This is an optimization exercise on Yosys and OpenROAD, whose aim is small area, not a production implementation.
In this exercise RTL edits were held to simulation tests only and were not proved equivalent to the original.
Power figures rest on the tool's default switching activity, not on a simulated workload.

==> design.v <==
module spi2usb_sync (
    input         clk,
    input         rst_n,
    input         CS,
    input         SI,
    output        SO,
    output [7:0]  WEN_o,
    output [16:0] A_o,
    output [63:0] D_o,
    input  [63:0] Q,
    input         ready,
    output        CEN_N,
    output        wr,
    output        rd,
    output [7:0]  xdatai_cpu2apb,
    output        ready_cpu2apb,
    input  [7:0]  xdatao,
    input  [23:0] xaddress,
    input         xdatawr,
    input         xdatard
);
localparam IDLE             = 3'b000;
localparam READ_CMD         = 3'b001;
localparam STATUS_READ      = 3'b010;
localparam VENDOR_CMD_WRITE = 3'b011;
localparam DATA_WRITE       = 3'b100;
localparam DATA_READ        = 3'b101;
wire csl = ~CS;
reg  [6:0]  si_shift;       
reg  [2:0]  si_bit_cnt;     
reg  [13:0] si_byte_cnt;
reg  [7:0]  si_buf;
reg  [16:0] bit_cnt;        
reg         cmd_ok;         
reg  [1:0]  cmd_hi;         
reg  [2:0]  state, state_next;
reg  [2:0]  st3_set;         
reg         byte_done;
reg  [7:0]  vbuf0, vbuf1, vbuf2, vbuf3, vbuf4, vbuf5, vbuf6,
            vbuf7, vbuf8, vbuf9, vbuf10, vbuf11, vbuf12;
reg  [13:0] data_len;       
reg         data_len_hi;    
reg  [13:0] total_len;
reg  [5:0]  sram_cnt;       
reg         wr_8byte_done;
reg         rd_byte_done;
reg         rd_8byte_done;
reg  [63:0] wdata;
reg  [63:0] data_temp;
reg  [7:0]  so_buf;
reg         so_o1;
wire [7:0] si_byte = {si_shift, SI};
wire       bit7    = (si_bit_cnt == 3'd7);
wire is_st = cmd_ok & (cmd_hi == 2'd0);
wire is_vd = cmd_ok & (cmd_hi == 2'd1);
wire is_wr = cmd_ok & (cmd_hi == 2'd2);
wire is_rd = cmd_ok & (cmd_hi == 2'd3);
wire status_rd_mode = csl & is_st;
wire vendor_wr_mode = csl & is_vd;
wire sram_wr_start  = csl & is_wr;
wire sram_rd_start  = csl & is_rd;
wire sram_mode      = csl & cmd_ok & cmd_hi[1];
reg tran_end, err_cmd;
wire clr_cnt = tran_end | err_cmd;
always @(*) begin
    tran_end = 1'b0;
    err_cmd  = 1'b0;
    case (state)
        IDLE: state_next = csl ? READ_CMD : IDLE;
        READ_CMD: begin
            if (bit_cnt == 17'd7 && si_shift[3:1] == 3'b111)
                err_cmd = 1'b1;
            if (bit_cnt == 17'd8) begin
                if (cmd_ok)
                    state_next = {cmd_hi[1], ~cmd_hi[1], cmd_hi[0]};
                else
                    state_next = IDLE;
            end else
                state_next = READ_CMD;
        end
        STATUS_READ: begin
            if (bit_cnt == 17'h27) begin
                state_next = IDLE;
                tran_end   = 1'b1;
            end else
                state_next = STATUS_READ;
        end
        VENDOR_CMD_WRITE: begin
            if (bit_cnt == 17'h6f) begin
                state_next = IDLE;
                tran_end   = 1'b1;
            end else
                state_next = VENDOR_CMD_WRITE;
        end
        DATA_WRITE, DATA_READ: begin
            if (si_byte_cnt == total_len && bit7) begin
                state_next = IDLE;
                tran_end   = 1'b1;
            end else
                state_next = state;
        end
        default: state_next = IDLE;
    endcase
end
always @(posedge clk or negedge rst_n) begin
    if (~rst_n) state <= IDLE;
    else        state <= state_next;
end
always @(posedge clk or negedge rst_n) begin
    if (~rst_n)  si_shift <= 7'd0;
    else if (CS) si_shift <= 7'd0;
    else         si_shift <= si_byte[6:0];
end
always @(posedge clk or negedge rst_n) begin
    if (~rst_n) begin
        si_bit_cnt  <= 3'd0;
        si_byte_cnt <= 14'd0;
        si_buf      <= 8'd0;
    end else if (csl) begin
        si_bit_cnt <= si_bit_cnt + 3'd1;
        if (bit7) begin
            if (clr_cnt)
                si_byte_cnt <= 14'd0;
            else begin
                si_byte_cnt <= si_byte_cnt + 14'd1;
                si_buf      <= si_byte;
            end
        end
    end
end
always @(posedge clk or negedge rst_n) begin
    if (~rst_n)       bit_cnt <= 17'd0;
    else if (clr_cnt) bit_cnt <= 17'd0;
    else if (csl)     bit_cnt <= bit_cnt + 17'd1;
end
always @(posedge clk or negedge rst_n) begin
    if (~rst_n)
        cmd_ok <= 1'b0;
    else if (bit_cnt == 17'd0)
        cmd_ok <= 1'b0;
    else if (bit_cnt == 17'd7)
        cmd_ok <= (si_byte[7:6] == 2'b00) && (si_byte[3:0] == 4'h0);
end
always @(posedge clk or negedge rst_n) begin
    if (~rst_n)
        cmd_hi <= 2'b11;
    else if (bit_cnt == 17'd7)
        cmd_hi <= si_byte[5:4];
end
wire byte_lt2 = (si_byte_cnt[13:1] == 13'd0);
wire byte_lt3 = byte_lt2 | (si_byte_cnt == 14'd2);
wire byte_gt4 = ~byte_lt3 & (si_byte_cnt != 14'd3) & (si_byte_cnt != 14'd4);
always @(negedge clk or negedge rst_n) begin
    if (~rst_n)
        so_o1 <= 1'b0;
    else if (status_rd_mode | (sram_rd_start & ~byte_lt3))
        so_o1 <= so_buf[~si_bit_cnt];
    else
        so_o1 <= 1'b0;
end
assign SO = csl & cmd_ok & (cmd_hi[1] == cmd_hi[0]) & so_o1;
always @(posedge clk or negedge rst_n) begin
    if (~rst_n)
        st3_set <= 3'd0;
    else if (vendor_wr_mode & byte_lt2)
        st3_set[0] <= 1'b1;
    else if (sram_wr_start & byte_lt2)
        st3_set[2] <= 1'b1;
    else if (sram_rd_start & byte_lt2)
        st3_set[1] <= 1'b1;
    else
        st3_set <= 3'd0;
end
always @(posedge clk or negedge rst_n) begin
    if (~rst_n) byte_done <= 1'b0;
    else        byte_done <= (si_bit_cnt == 3'd6);
end
always @(posedge clk or negedge rst_n) begin
    if (~rst_n) begin
        vbuf0  <= 8'hf3;
        vbuf1  <= 8'hf4;
        vbuf2  <= 8'hf5;
        vbuf3  <= 8'hf6;
        vbuf4  <= 8'hf7;
        vbuf5  <= 8'hf8;
        vbuf6  <= 8'hf9;
        vbuf7  <= 8'hfa;
        vbuf8  <= 8'hfb;
        vbuf9  <= 8'hfc;
        vbuf10 <= 8'hfd;
        vbuf11 <= 8'hfe;
        vbuf12 <= 8'hff;
    end else if (vendor_wr_mode) begin
        case (si_byte_cnt[3:0])
            4'd2:  vbuf0  <= si_buf;
            4'd3:  vbuf1  <= si_buf;
            4'd4:  vbuf2  <= si_buf;
            4'd5:  vbuf3  <= si_buf;
            4'd6:  vbuf4  <= si_buf;
            4'd7:  vbuf5  <= si_buf;
            4'd8:  vbuf6  <= si_buf;
            4'd9:  vbuf7  <= si_buf;
            4'd10: vbuf8  <= si_buf;
            4'd11: vbuf9  <= si_buf;
            4'd12: vbuf10 <= si_buf;
            4'd13: begin
                vbuf11 <= si_buf;
                if (bit7) vbuf12 <= si_byte;
            end
            default: ;
        endcase
    end
end
always @(posedge clk or negedge rst_n) begin
    if (~rst_n) begin
        data_len    <= 14'd3;
        data_len_hi <= 1'b0;
    end else if (sram_mode) begin
        if (si_byte_cnt == 14'd2) begin
            data_len[13:8] <= si_buf[5:0];
            data_len_hi    <= |si_buf[7:6];
        end else if (si_byte_cnt == 14'd3)
            data_len[7:0] <= si_buf;
    end
end
always @(posedge clk or negedge rst_n) begin
    if (~rst_n)
        total_len <= 14'd0;
    else if (sram_mode)
        total_len <= data_len + (byte_lt3 ? 14'd3 : 14'd2);
end
always @(posedge clk or negedge rst_n) begin
    if (~rst_n)
        sram_cnt <= 6'd0;
    else if (sram_mode & ~byte_lt3)
        sram_cnt <= sram_cnt + 6'd1;
end
always @(posedge clk or negedge rst_n) begin
    if (~rst_n)
        wr_8byte_done <= 1'b0;
    else
        wr_8byte_done <= sram_wr_start & byte_gt4 &
                         ((sram_cnt == 6'd63) | (sram_cnt[5:1] == 5'd0));
end
wire byte_lt_len = data_len_hi | (si_byte_cnt < data_len);
always @(posedge clk or negedge rst_n) begin
    if (~rst_n) begin
        rd_byte_done  <= 1'b0;
        rd_8byte_done <= 1'b0;
    end else if (sram_rd_start & ~byte_lt2) begin
        if (si_bit_cnt == 3'd6)
            rd_byte_done <= 1'b1;
        else if (sram_cnt[5:1] == 5'b11000 && byte_lt_len)
            rd_8byte_done <= 1'b1;
        else begin
            rd_byte_done  <= 1'b0;
            rd_8byte_done <= 1'b0;
        end
    end
end
wire [7:0]  status3;
wire [63:0] rdata_cpu_sram;
wire [7:0]  reg_status0, reg_status1, reg_status2;
always @(posedge clk or negedge rst_n) begin
    if (~rst_n) begin
        wdata     <= 64'd0;
        data_temp <= 64'd0;
        so_buf    <= 8'd0;
    end else if (sram_wr_start & ~byte_lt3 & bit7) begin
        wdata <= {si_byte, wdata[63:8]};
    end else if (bit_cnt == 17'd7) begin
        so_buf <= reg_status0;
    end else if (status_rd_mode & byte_done) begin
        case (si_byte_cnt[2:0])
            3'd1:    so_buf <= reg_status1;
            3'd2:    so_buf <= reg_status2;
            3'd3:    so_buf <= status3;
            default: so_buf <= 8'd0;
        endcase
    end else if (sram_rd_start) begin
        if ((si_byte_cnt == 14'd2 && si_bit_cnt == 3'd6) || sram_cnt == 6'd62)
            data_temp <= rdata_cpu_sram;
        else if (~byte_lt2 & rd_byte_done) begin
            so_buf    <= data_temp[7:0];
            data_temp <= {8'd0, data_temp[63:8]};
        end
    end
end
reg  [2:0] st3_ff1, st3_ff2;
reg  [2:0] st3_clr;          
reg  [2:0] st3;
assign status3 = {5'd0, st3};
always @(posedge clk or negedge rst_n) begin
    if (~rst_n) begin
        st3_ff1 <= 3'd0;
        st3_ff2 <= 3'd0;
    end else begin
        st3_ff1 <= st3_set;
        st3_ff2 <= st3_ff1;
    end
end
always @(posedge clk or negedge rst_n) begin
    if (~rst_n)
        st3 <= 3'd0;
    else if (st3_clr[2])
        st3[2] <= 1'b0;
    else if (st3_clr[1])
        st3[1] <= 1'b0;
    else if (st3_clr[0])
        st3[0] <= 1'b0;
    else if (st3_ff2[2])
        st3[2] <= 1'b1;
    else if (st3_ff2[1])
        st3[1] <= 1'b1;
    else if (st3_ff2[0])
        st3[0] <= 1'b1;
end
reg [4:0]  era_cnt;
reg        wst1, wst2, wst3;     
reg        wd1, wd2, wd3;        
reg        rst1, rst2, rst3;     
reg        rd1, rd2, rd3;        
reg        wr_pulse_B, rd_pulse_B, rd_pulse_C;
reg [13:0] wen_cnt;
reg [16:0] a_wr, a_rd;
reg        a_wr_keep, a_rd_keep;
reg [63:0] rdata_q;
assign rdata_cpu_sram = rdata_q;
wire [7:0] wa_hs, wa_h, wa_l, ra_hs, ra_h, ra_l;
always @(posedge clk or negedge rst_n) begin
    if (~rst_n)  era_cnt <= 5'd0;
    else if (CS) era_cnt <= 5'd0;
    else         era_cnt <= era_cnt + 5'd1;
end
always @(posedge clk or negedge rst_n) begin
    if (~rst_n) begin
        wst1 <= 1'b0; wst2 <= 1'b0; wst3 <= 1'b0;
        wd1  <= 1'b0; wd2  <= 1'b0; wd3  <= 1'b0;
        rst1 <= 1'b0; rst2 <= 1'b0; rst3 <= 1'b0;
        rd1  <= 1'b0; rd2  <= 1'b0; rd3  <= 1'b0;
    end else begin
        wst1 <= sram_wr_start; wst2 <= wst1; wst3 <= wst2;
        wd1  <= wr_8byte_done; wd2  <= wd1;  wd3  <= wd2;
        if (era_cnt[4:2] != 3'd0) rst1 <= sram_rd_start;
        rst2 <= rst1; rst3 <= rst2;
        rd1  <= rd_8byte_done; rd2  <= rd1;  rd3  <= rd2;
    end
end
wire wr_pulse = (wd2 & ~wd3) | wr_pulse_B;
wire rd_pulse = (rst2 & ~rst3) | (~rd2 & rd3) | rd_pulse_B;
always @(posedge clk or negedge rst_n) begin
    if (~rst_n) begin
        wr_pulse_B <= 1'b0;
        rd_pulse_B <= 1'b0;
        rd_pulse_C <= 1'b0;
    end else begin
        if (ready)         wr_pulse_B <= 1'b0;
        else if (wr_pulse) wr_pulse_B <= 1'b1;
        if (ready)         rd_pulse_B <= 1'b0;
        else if (rd_pulse) rd_pulse_B <= 1'b1;
        rd_pulse_C <= rd_pulse_B;
    end
end
assign CEN_N = wr_pulse | rd_pulse;
assign WEN_o = {8{~wr_pulse}};
assign wr    = wr_pulse;
assign rd    = ~wr_pulse & rd_pulse;
always @(posedge clk or negedge rst_n) begin
    if (~rst_n)          wen_cnt <= 14'd0;
    else if (CS)         wen_cnt <= 14'd0;
    else if (rd_pulse_B) wen_cnt <= wen_cnt + 14'd1;
end
wire        wen_zero   = (wen_cnt == 14'd0);
wire [16:0] a_wr_start = {wa_hs[0], wa_h, wa_l};
wire [16:0] a_rd_start = {ra_hs[0], ra_h, ra_l};
always @(posedge clk or negedge rst_n) begin
    if (~rst_n) begin
        a_wr_keep <= 1'b0;
        a_rd_keep <= 1'b0;
    end else begin
        if (wst3) a_wr_keep <= 1'b1;
        if (rst3) a_rd_keep <= 1'b1;
    end
end
always @(posedge clk or negedge rst_n) begin
    if (~rst_n)
        a_wr <= 17'd0;
    else if ((a_wr_start != 17'd0) & wen_zero & ~wr_pulse & ~a_wr_keep)
        a_wr <= a_wr_start;
    else if (wr_pulse & ready)
        a_wr[16:3] <= a_wr[16:3] + 14'd1;
end
always @(posedge clk or negedge rst_n) begin
    if (~rst_n)
        a_rd <= 17'd0;
    else if ((a_rd_start != 17'd0) & wen_zero & ~rd_pulse & ~a_rd_keep)
        a_rd <= a_rd_start;
    else if (rd_pulse_B & ready)
        a_rd[16:3] <= a_rd[16:3] + 14'd1;
end
assign A_o = wr_pulse ? a_wr : rd_pulse ? a_rd : 17'd0;
assign D_o = wr_pulse ? wdata : 64'd0;
always @(posedge clk or negedge rst_n) begin
    if (~rst_n)          rdata_q <= 64'd0;
    else if (rd_pulse_C) rdata_q <= Q;
end
reg  [1:0] apb;
reg  [4:0] paddr;
reg        pwrite;
reg  [7:0] pwdata;
reg  [7:0] prdata;
reg        pready;
wire valid_cmd = xdatawr | xdatard;
wire apb_idle  = (apb == 2'b00);
wire psel      = apb[1];
wire penable   = apb[1] & apb[0];
always @(posedge clk or negedge rst_n) begin
    if (~rst_n) begin
        apb    <= 2'b00;
        paddr  <= 5'd0;
        pwrite <= 1'b0;
        pwdata <= 8'd0;
    end else begin
        case (apb)
            2'b00: if (valid_cmd) begin
                apb    <= {xaddress[17], ~xaddress[17]};
                paddr  <= xaddress[4:0];
                pwrite <= xdatawr;
                pwdata <= xdatao;
            end
            2'b01: apb <= 2'b00;
            2'b10: apb <= 2'b11;
            2'b11: if (pready) apb <= 2'b00;
        endcase
    end
end
assign ready_cpu2apb  = ~((apb_idle & valid_cmd) | (apb[1] ^ apb[0]));
assign xdatai_cpu2apb = psel ? prdata : 8'd0;
reg [7:0] r_status0, r_status1, r_status2;
reg [7:0] r_wa_hs, r_wa_h, r_wa_l, r_ra_hs, r_ra_h, r_ra_l;
assign reg_status0 = r_status0;
assign reg_status1 = r_status1;
assign reg_status2 = r_status2;
assign wa_hs = r_wa_hs; assign wa_h = r_wa_h; assign wa_l = r_wa_l;
assign ra_hs = r_ra_hs; assign ra_h = r_ra_h; assign ra_l = r_ra_l;
wire wr_en = psel & pwrite & ~penable;
always @(posedge clk or negedge rst_n) begin
    if (~rst_n)
        st3_clr <= 3'd0;
    else
        st3_clr <= (wr_en && paddr == 5'h03) ? pwdata[2:0] : 3'd0;
end
reg [7:0] prdata_p;
always @(*) begin
    case (paddr)
        5'h00: prdata_p = r_status0;
        5'h01: prdata_p = r_status1;
        5'h02: prdata_p = r_status2;
        5'h03: prdata_p = status3;
        5'h04: prdata_p = vbuf0;
        5'h05: prdata_p = vbuf1;
        5'h06: prdata_p = vbuf2;
        5'h07: prdata_p = vbuf3;
        5'h08: prdata_p = vbuf4;
        5'h09: prdata_p = vbuf5;
        5'h0a: prdata_p = vbuf6;
        5'h0b: prdata_p = vbuf7;
        5'h0c: prdata_p = vbuf8;
        5'h0d: prdata_p = vbuf9;
        5'h0e: prdata_p = vbuf10;
        5'h0f: prdata_p = vbuf11;
        5'h10: prdata_p = vbuf12;
        5'h11: prdata_p = r_wa_hs;
        5'h12: prdata_p = r_wa_h;
        5'h13: prdata_p = r_wa_l;
        5'h14: prdata_p = r_ra_hs;
        5'h15: prdata_p = r_ra_h;
        5'h16: prdata_p = r_ra_l;
        default: prdata_p = 8'h00;
    endcase
end
always @(posedge clk or negedge rst_n) begin
    if (~rst_n)
        prdata <= 8'h0;
    else if (psel & ~pwrite)
        prdata <= prdata_p;
end
always @(posedge clk or negedge rst_n) begin
    if (~rst_n)      pready <= 1'b1;
    else if (pready) pready <= 1'b0;
    else if (psel)   pready <= 1'b1;
end
always @(posedge clk or negedge rst_n) begin
    if (~rst_n) begin
        r_status0 <= 8'hf0;
        r_status1 <= 8'hf1;
        r_status2 <= 8'hf2;
        r_wa_hs   <= 8'h1;
        r_wa_h    <= 8'h2;
        r_wa_l    <= 8'h3;
        r_ra_hs   <= 8'h1;
        r_ra_h    <= 8'h2;
        r_ra_l    <= 8'h3;
    end else if (wr_en) begin
        case (paddr)
            5'h00: r_status0 <= pwdata;
            5'h01: r_status1 <= pwdata;
            5'h02: r_status2 <= pwdata;
            5'h11: r_wa_hs   <= pwdata;
            5'h12: r_wa_h    <= pwdata;
            5'h13: r_wa_l    <= pwdata;
            5'h14: r_ra_hs   <= pwdata;
            5'h15: r_ra_h    <= pwdata;
            5'h16: r_ra_l    <= pwdata;
            default: ;
        endcase
    end
end
endmodule
==> flow/run.sh <==
#!/bin/bash
# Standard ORFS layout with two changes: ports are buffered with the smallest
# buffer, and the clock tree uses larger sink clusters without dummy loads.
set -euo pipefail
CTS="-sink_clustering_enable -repair_clock_nets -sink_clustering_size 30 -sink_clustering_max_diameter 80 -buf_list sky130_fd_sc_hd__clkbuf_16 -dont_use_dummy_load"
bash standard.sh "BUFFER_PORTS_ARGS=-buffer_cell sky130_fd_sc_hd__buf_1" "CTS_ARGS=$CTS" finish > standard_flow.log 2>&1
==> standard.sh <==
#!/bin/bash
# synth_recipe.tcl (not shown) runs the flow's synth.tcl, then flattens the netlist and writes it again
# the make line also repeats each setting of config.mk as NAME=value (left out here)
make -C /OpenROAD-flow-scripts/flow DESIGN_CONFIG=/design/flow/config.mk WORK_HOME=/design/flow/orfs CLKGATE_MAP_FILE= SYNTH_SCRIPT=/design/flow/synth_recipe.tcl "${@:-finish}"
==> config.mk <==
export PLATFORM = sky130hd
export DESIGN_NAME = spi2usb_sync
export DESIGN_NICKNAME = spi2usb_sync
export VERILOG_FILES = /design/flow/design.v
export SDC_FILE = /design/flow/constraint.sdc
export NUM_CORES = 4
export LEC_CHECK = 0
export CAP_MARGIN = 20
export CORE_MARGIN = 2
export CORE_UTILIZATION = 50
export SLEW_MARGIN = 20
==> constraint.sdc <==
create_clock -name core_clock -period 10.0 [get_ports {clk}]
set_input_delay 2.0000 -clock core_clock [delete_from_list [all_inputs] [get_ports {clk}]]
set_output_delay 2.0000 -clock core_clock [all_outputs]
set_load 0.01 [all_outputs]
==> results list, run 1 <==
* Result of the run: complete, no violations
* Number of iterations in the first detailed-routing pass: 7
- For the worst setup path, the data required time is 8.00 ns.
* Count of distinct cell types in the synthesized netlist: 72
- Count leader, synth: dfrtp_1
- Largest clock skew in the final design: 0.04711 ns
- In this run, post-CTS hold repair placed 0 buffers.
- Area of the die: 0.05591 mm2
- Clock slew seen by the registers of the worst setup and hold paths: 0.09 ns
- STA classifies the critical path startpoint as a register.
- Total area of multi-input combinational cells: 0.01166 mm2
- The top cell type by area accounts for 43.63% of the synthesized area.
* PnR worst setup slack: 1.455 ns
* Post-DRT Antenna Nets: 0
- After detailed placement, the total cell area comes to 0.02828 mm2.
* Filler Cell Count: 4,706
- The floorplan has 85 rows.
- Measured along the y axis, the die boundary spans 236.5 um.
- The first global-routing pass estimated 114,500 um of wire.
* Max Cap Violations: 0
* Number of synthesized register bits: 581
* Setup repair after global routing missed its margin: no
* Footprint of the flip-flops and latches: 0.01468 mm2
- Vias per Instance: 5.963
- 1st-iter DRT viols: 1,596
- The synthesized design contains 0 enable-type register cells.
- Synthesis produced 2,369 cells.
* Area of the mapped netlist: 0.02702 mm2
* Post-Route Setup TNS: 0 ns
- Entering global routing, the biggest net connects 129 pins.
- Clock latency of the later-clocked register in the worst-skew pair: 0.59 ns
* Final weighted congestion of routability-driven global placement: 0.9327
- In the synthesized netlist the dominant register cell turns out to be dfrtp_1.
- Starting Density: 50.40%
- In the final routed layout, each cell accounts on average for 23.06 um.
- Mapped Nets: 2,512
* Final setup violation count: 0
- The HPWL after detailed placement is 50,430 um.
- Clock root buffer: clkbuf_16
- STA classifies the critical path endpoint as a primary output.
* Vias in the first global route: 18,970
* NumNets Final: 2,630
* Clock buffers created by TritonCTS: 34
- For this design the ratio of total power to cell area is 191.9 mW/mm2.
- Maximum fanout encountered on the critical timing path: 1
* Minimum setup slack after placement: 1.772 ns
- Leading area contributor after synthesis: dfrtp_1
- Total number of H-tree levels: 2
* Synth warn: 1
- For this run, asynchronously set or reset flops after synthesis account for 100.0%.
* Number of antenna cells inserted: 0
- Critical path arrival: 6.55 ns
* Class of the worst hold path: register to register
* Floorplan die width: 236.5 um
- The count of final max-slew check failures came to 0.
* Worst hold slack after final layout: 0.3588 ns
- At the pin with the least slew margin, the transition time is 1.136 ns.
* Cts repair resizes: 0
- TritonCTS built the clock tree.
* Peak supply drop: 0.1095 mV
- Final wirelength: 73,350 um
- Final standard cell area without fillers: 0.02918 mm2
* Slew headroom: 23.69%
- After synthesis, the mean cell area works out to 11.40 um2.
- In the routed design, unresolved DRC markers number 0.
- The routed layout has 18,970 vias.
- Boundary Pins: 205
- Number of setup buffers added after CTS: 0
* Area growth from synthesis to layout: 7.993%
- Clock net sink count: 581
- Leakage component of the power: 13.05 nW
* Core region area: 0.05360 mm2
- In this run the deepest clock path goes through 3 buffers.
* Cell types occupying the most area after synthesis: dfrtp_1 44%, mux2_2 14%, dfstp_2 11%
* Count of input and output buffers: 186
- For this run, the register share of the synthesized area comes to 54.32%.
- Global routing used 26.36% of the available tracks.
- WS Path Type: register to primary output
- The post-route netlist has 21.73% of its cells at a drive strength greater than 1.
- Commonest cells post-synth: 471 x dfrtp_1, 332 x mux2_2, 272 x nand2_1
- The number of endpoints with negative hold slack in the final report is 0.
- Total grt overflow: 0
- The number of antenna violations at the first check in global routing came to 0.
==> worst paths after layout <==
kind                                                 start              endpoint  slack [ns]  cells past startpoint
worst max-delay path                       so_o1$_DFF_NN0_                    SO        1.45                      2
worst min-delay path                        wst2$_DFF_PN0_        wst3$_DFF_PN0_        0.36                      0
worst min register to register              wst2$_DFF_PN0_        wst3$_DFF_PN0_        0.36                      0
max in group asynchronous                            rst_n       so_o1$_DFF_NN0_        3.09                      1
min in group asynchronous                            rst_n  vbuf7[2]$_DFFE_PN0P_        1.50                      1
worst max register to register  si_byte_cnt[3]$_DFFE_PN0P_       so_o1$_DFF_NN0_        2.25                      6
==> metal layers <==
layer / part of all wire [%] / wire [um] / GRT usage (%) / vias up
met5: 0 / 0 / 0 / -
li1: - / - / - / 8615
met2: 47 / 34580 / 42.42 / 555
met3: 5.3 / 3915 / 3.894 / 122
met1: 45 / 32830 / 37.49 / 9676
met4: 2.8 / 2026 / 7.231 / 0
==> area by class of cell <==
| cell class | count | share of cell area [%] |
|---|---|---|
| Inverter | 43 | 0.5532 |
| Clock buffer | 34 | 2.916 |
| Timing Repair Buffer | 217 | 3.289 |
| Sequential cell | 581 | 50.30 |
| Tap cell | 696 | 2.985 |
| Multi-Input combinational cell | 1610 | 39.95 |
==> cells by family after synthesis <==
kind of cell	share of synthesized area [%]
AND/OR/NAND/NOR	12.66
flip-flops	54.32
multiplexers	16.58
AO/OA/AOI/OAI	9.605
buffers and inverters	2.742
XOR/XNOR	2.237
adder cells (fa/ha/maj)	1.852
==> per-stage QoR <==
stage                     total power [mW]  cells  util, %
after floorplan                      3.661   2369        -
after global placement               4.202   3146    52.75
after detailed placement             4.241   3146    52.75
after CTS                            5.616   3180    54.34
after global routing                 5.857   3181    54.43
final                                5.600   3181    54.43
==> where the power goes <==
group	internal (mW)	total, mW	switching (mW)
logic	0.454	1.19	0.736
registers	2.61	3.04	0.430
clock network	0.610	1.37	0.763
==> cells in the final DEF, fill, tap and decap left out, drive strengths merged, types with 6 or more instances in the layout <==
cell type,count
nand4,30
and3,23
dfrtp,471
mux2i,64
xnor2,39
a22o,21
xor2,30
buf,215
inv,43
or2,7
clkbuf,36
o211ai,8
nand2b,10
a221oi,14
o311ai,10
nand2,272
nor3b,6
nor2b,26
a31oi,18
o21ai,173
ha,40
a32o,7
mux2,337
nor4,19
a21o,6
or3,16
a221o,6
dfstp,109
o31ai,8
nor3,38
a22oi,40
and2,87
a21oi,38
nor2,109
a32oi,11
nand3,37
==> worst max-delay path, cell delays in order, from the launching register on <==
cell	delay [ns]
dfrtn_1	0.39
nor3b_1	0.40
buf_1	0.21
==> sequential cells by signal, summed over array words and instances, names as in the netlist, 14 cells and up <==
signal       cells
wen_cnt         14
total_len       14
rdata_q         64
data_len        14
data_temp       64
bit_cnt         17
a_rd            17
wdata           64
a_wr            17
si_byte_cnt     14
==> run 2, diff against run 1 <==
==> run.sh (new file) <==
#!/bin/bash
# synth_recipe.tcl (not shown) runs the flow's synth.tcl, then flattens the netlist and writes it again
# the make line also repeats each setting of config.mk as NAME=value (left out here)
make -C /OpenROAD-flow-scripts/flow DESIGN_CONFIG=/design/flow/config.mk WORK_HOME=/design/flow/orfs CLKGATE_MAP_FILE= SYNTH_SCRIPT=/design/flow/synth_recipe.tcl finish
--- a/config.mk
+++ b/config.mk
@@ -8,4 +8,7 @@
 export CAP_MARGIN = 20
 export CORE_MARGIN = 2
 export CORE_UTILIZATION = 50
+export CTS_BUF_LIST = sky130_fd_sc_hd__clkbuf_16
+export CTS_CLUSTER_DIAMETER = 80
+export CTS_CLUSTER_SIZE = 30
 export SLEW_MARGIN = 20
removed: flow/run.sh
removed: standard.sh
==> results list, run 2 <==
- After detailed routing, the average wire length per cell comes to 23.16 um.
- Synthesis handed over a netlist of 2,369 instances.
- Floorplan die width: 236.5 um
- Sequential area share after synthesis: 54.32%
* Floorplan row count: 85
* Number of setup buffers added after CTS: 0
* Largest clock skew in the final design: 0.02550 ns
* Area of the mapped netlist: 0.02702 mm2
* Count leader, synth: dfrtp_1
- Power density cells: 190.6 mW/mm2
- Reg power frac: 52.6%
- IR analysis of the VDD net gives a maximum drop of 0.1142 mV.
- Layout cell share with drive strength beyond 1: 22.12%
- Clock-pin slew was measured on the worst setup and hold paths at 0.10 ns.
* Layout Cells excl Fill: 3,211
* Count of flip-flops with a built-in enable after synthesis: 0
- Cell types occupying the most area after synthesis: dfrtp_1 44%, mux2_2 14%, dfstp_2 11%
- Final wirelength: 74,370 um
- # DRC: 0
- In this run the power spent charging and discharging nets is 2.021 mW.
- The biggest area contributor in the post-synthesis netlist is dfrtp_1.
- Across the run, the number of max-cap violations was 0.
- The library cell used most frequently in the layout, excluding fill and tap cells, is dfrtp_1.
* Core region area: 0.05360 mm2
- Post-Syn Area per Cell: 11.40 um2
- Share of power burned in the clock network: 27.3%
- Class of the worst hold path: register to register
* Count of distinct cell types in the synthesized netlist: 72
- TritonCTS clock tree: yes
- Counting instances in the post-synthesis netlist gives the leading cell types as 471 x dfrtp_1, 332 x mux2_2, 272 x nand2_1.
- In this run the remaining antenna-violating nets after routing total 0.
* Slew headroom: 27.97%
* Clock net sink count: 581
- Final setup violation count: 0
- Count of input and output buffers: 186
- Counting flops and latches in the post-synthesis netlist gives 581.
* Area of the die: 0.05591 mm2
- Mapped Nets: 2,512
- Hold repair after CTS inserted 0 buffers.
* Area growth from synthesis to layout: 13.40%
- Required time of the critical path: 8.00 ns
- In this run, placement finished with an instance count of 3,148.
- Cts repair resizes: 0
- For this run, the post-layout net count is 2,632.
- For the pin with the worst max-slew slack, the measured transition is 1.077 ns.
- The cell sitting at the root of the clock tree is a clkbuf_16.
* Height of the die: 236.5 um
- Starting Density: 50.40%
- The number of endpoints with negative hold slack in the final report came to 0.
- First-pass GRT wire length: 116,400 um
- The count of final max-slew check failures is 0.
- Type of element launching the critical path: register
- Of all nets on the critical path, the largest fanout is 1.
* Portion of total power attributed to combinational logic: 20.2%
* Vias per Instance: 5.925
* Number of iterations in the first detailed-routing pass: 6
- Total number of H-tree levels: 2
- At the later pin of the worst-skew pair, clock insertion delay measures 0.59 ns.
- Pint: 3.820 mW
* Largest regs: data_temp (64), rdata_q (64), wdata (64)
- Initial antenna violation count: 1
- In the final timing run, aggregate negative setup slack is 0 ns.
- Commonest cells after routing, fill and taps aside: 470 x dfrtp_1, 332 x mux2_2, 272 x nand2_1
- Routability-driven placement finished with a final weighted congestion of 0.9400.
* Setup repair after global routing missed its margin: no
* Post-synth top area share: 43.63%
- Kind of end point of the critical path: primary output
* Critical path arrival: 6.94 ns
- Of all flip-flops after synthesis, the portion carrying an async set or reset was 100.0%.
* Synth warn: 1
- Boundary Pins: 205
- Largest net degree at the start of global routing: 129
- DR vias: 19,030
- Summed over all cells, the static leakage comes to 13.68 nW.
- Counting the buffers created by CTS gives 34.
- In this run switching power makes up 34.60% of total power.
- WS Path Type: register to primary output
- Among all flip-flop cells after synthesis, the most frequent one is dfrtp_1.
- Total grt overflow: 0
- Vias in the first global route: 19,200
- Clk buf depth: 3
* GRT Resource Usage Total: 26.82%
* Result of the run: complete, no violations
- In this run, the number of DRC markers left after iteration 0 of detailed routing was 1,725.
- Detailed placement ended at an HPWL of 50,910 um.
[run 2: cell counts after synthesis]
Identical to the previous run, type by type.
[run 2: per-stage QoR]
stage                     total power, mW  worst slack, ns  instance area, um2  hold WS (ns)  util [%]
after global placement              4.224            1.653               29450        0.3394     54.95
after detailed placement            4.259            1.735               29450        0.3347     54.95
final                               5.841            1.060               30640        0.3406     57.16
after global routing                6.110            1.033               30630        0.3662     57.15
after CTS                           5.857            1.088               30590        0.3535     57.07
after floorplan                     3.661            2.327               27020        0.3312         -
[run 2: worst paths after layout]
kind / from / to / slack, ns / depth (start not counted)
worst min-delay path: rd1$_DFF_PN0_ / rd2$_DFF_PN0_ / 0.34 / 0
worst max register to register: si_byte_cnt[3]$_DFFE_PN0P_ / so_o1$_DFF_NN0_ / 2.13 / 6
worst min register to register: rd1$_DFF_PN0_ / rd2$_DFF_PN0_ / 0.34 / 0
max in group asynchronous: rst_n / so_o1$_DFF_NN0_ / 3.48 / 1
worst max-delay path: so_o1$_DFF_NN0_ / SO / 1.06 / 2
min in group asynchronous: rst_n / apb[1]$_DFFE_PN0P_ / 1.27 / 1
[run 2: kinds of logic (layout without fill, tap and decap cells)]
logic type,after synthesis,after routing,share of synthesized area [%]
simple gates,701,701,12.66
flops,581,581,54.32
mux,403,403,16.58
compound gates,397,397,9.605
buf+inv,178,322,2.742
xor+xnor,69,69,2.237
fa+ha+maj,40,40,1.852
other cells,0,2,0
[run 2: per-layer routing]
metal  vias up  wire, um  global-route usage [%]  share of wire, %
li1       8644         -                       -                 -
met1      9710     33460                   38.34                45
met2       569     34660                   42.91                47
met3       103      4465                   4.185               6.0
met4         0      1781                   7.000               2.4
met5         -         0                       0                 0
[run 2: power by group through the flow]
stage,logic [mW],registers (mW),clock network [mW]
4_1_cts,1.17,3.05,1.64
2_1_floorplan,0.869,2.79,0
3_5_place_dp,1.16,3.10,0
3_3_place_gp,1.14,3.09,0
6_report,1.18,3.07,1.59
5_1_grt,1.29,3.10,1.72
[run 2: layout make-up]
class	count	area [um2]
tap	696	870.8
clock buffer	36	900.9
fill	4618	22960
inverter	43	161.4
sequential	581	14680
multi-input combinational	1610	11650
timing repair buffer	219	2138
antenna	2	5.005
clock inverter	24	236.5
[run 2: worst max-delay path, stage by stage (launching register included)]
cell             delay [ns]
dfrtn_1                0.40
nor3b_1                0.34
clkdlybuf4s50_1        0.63
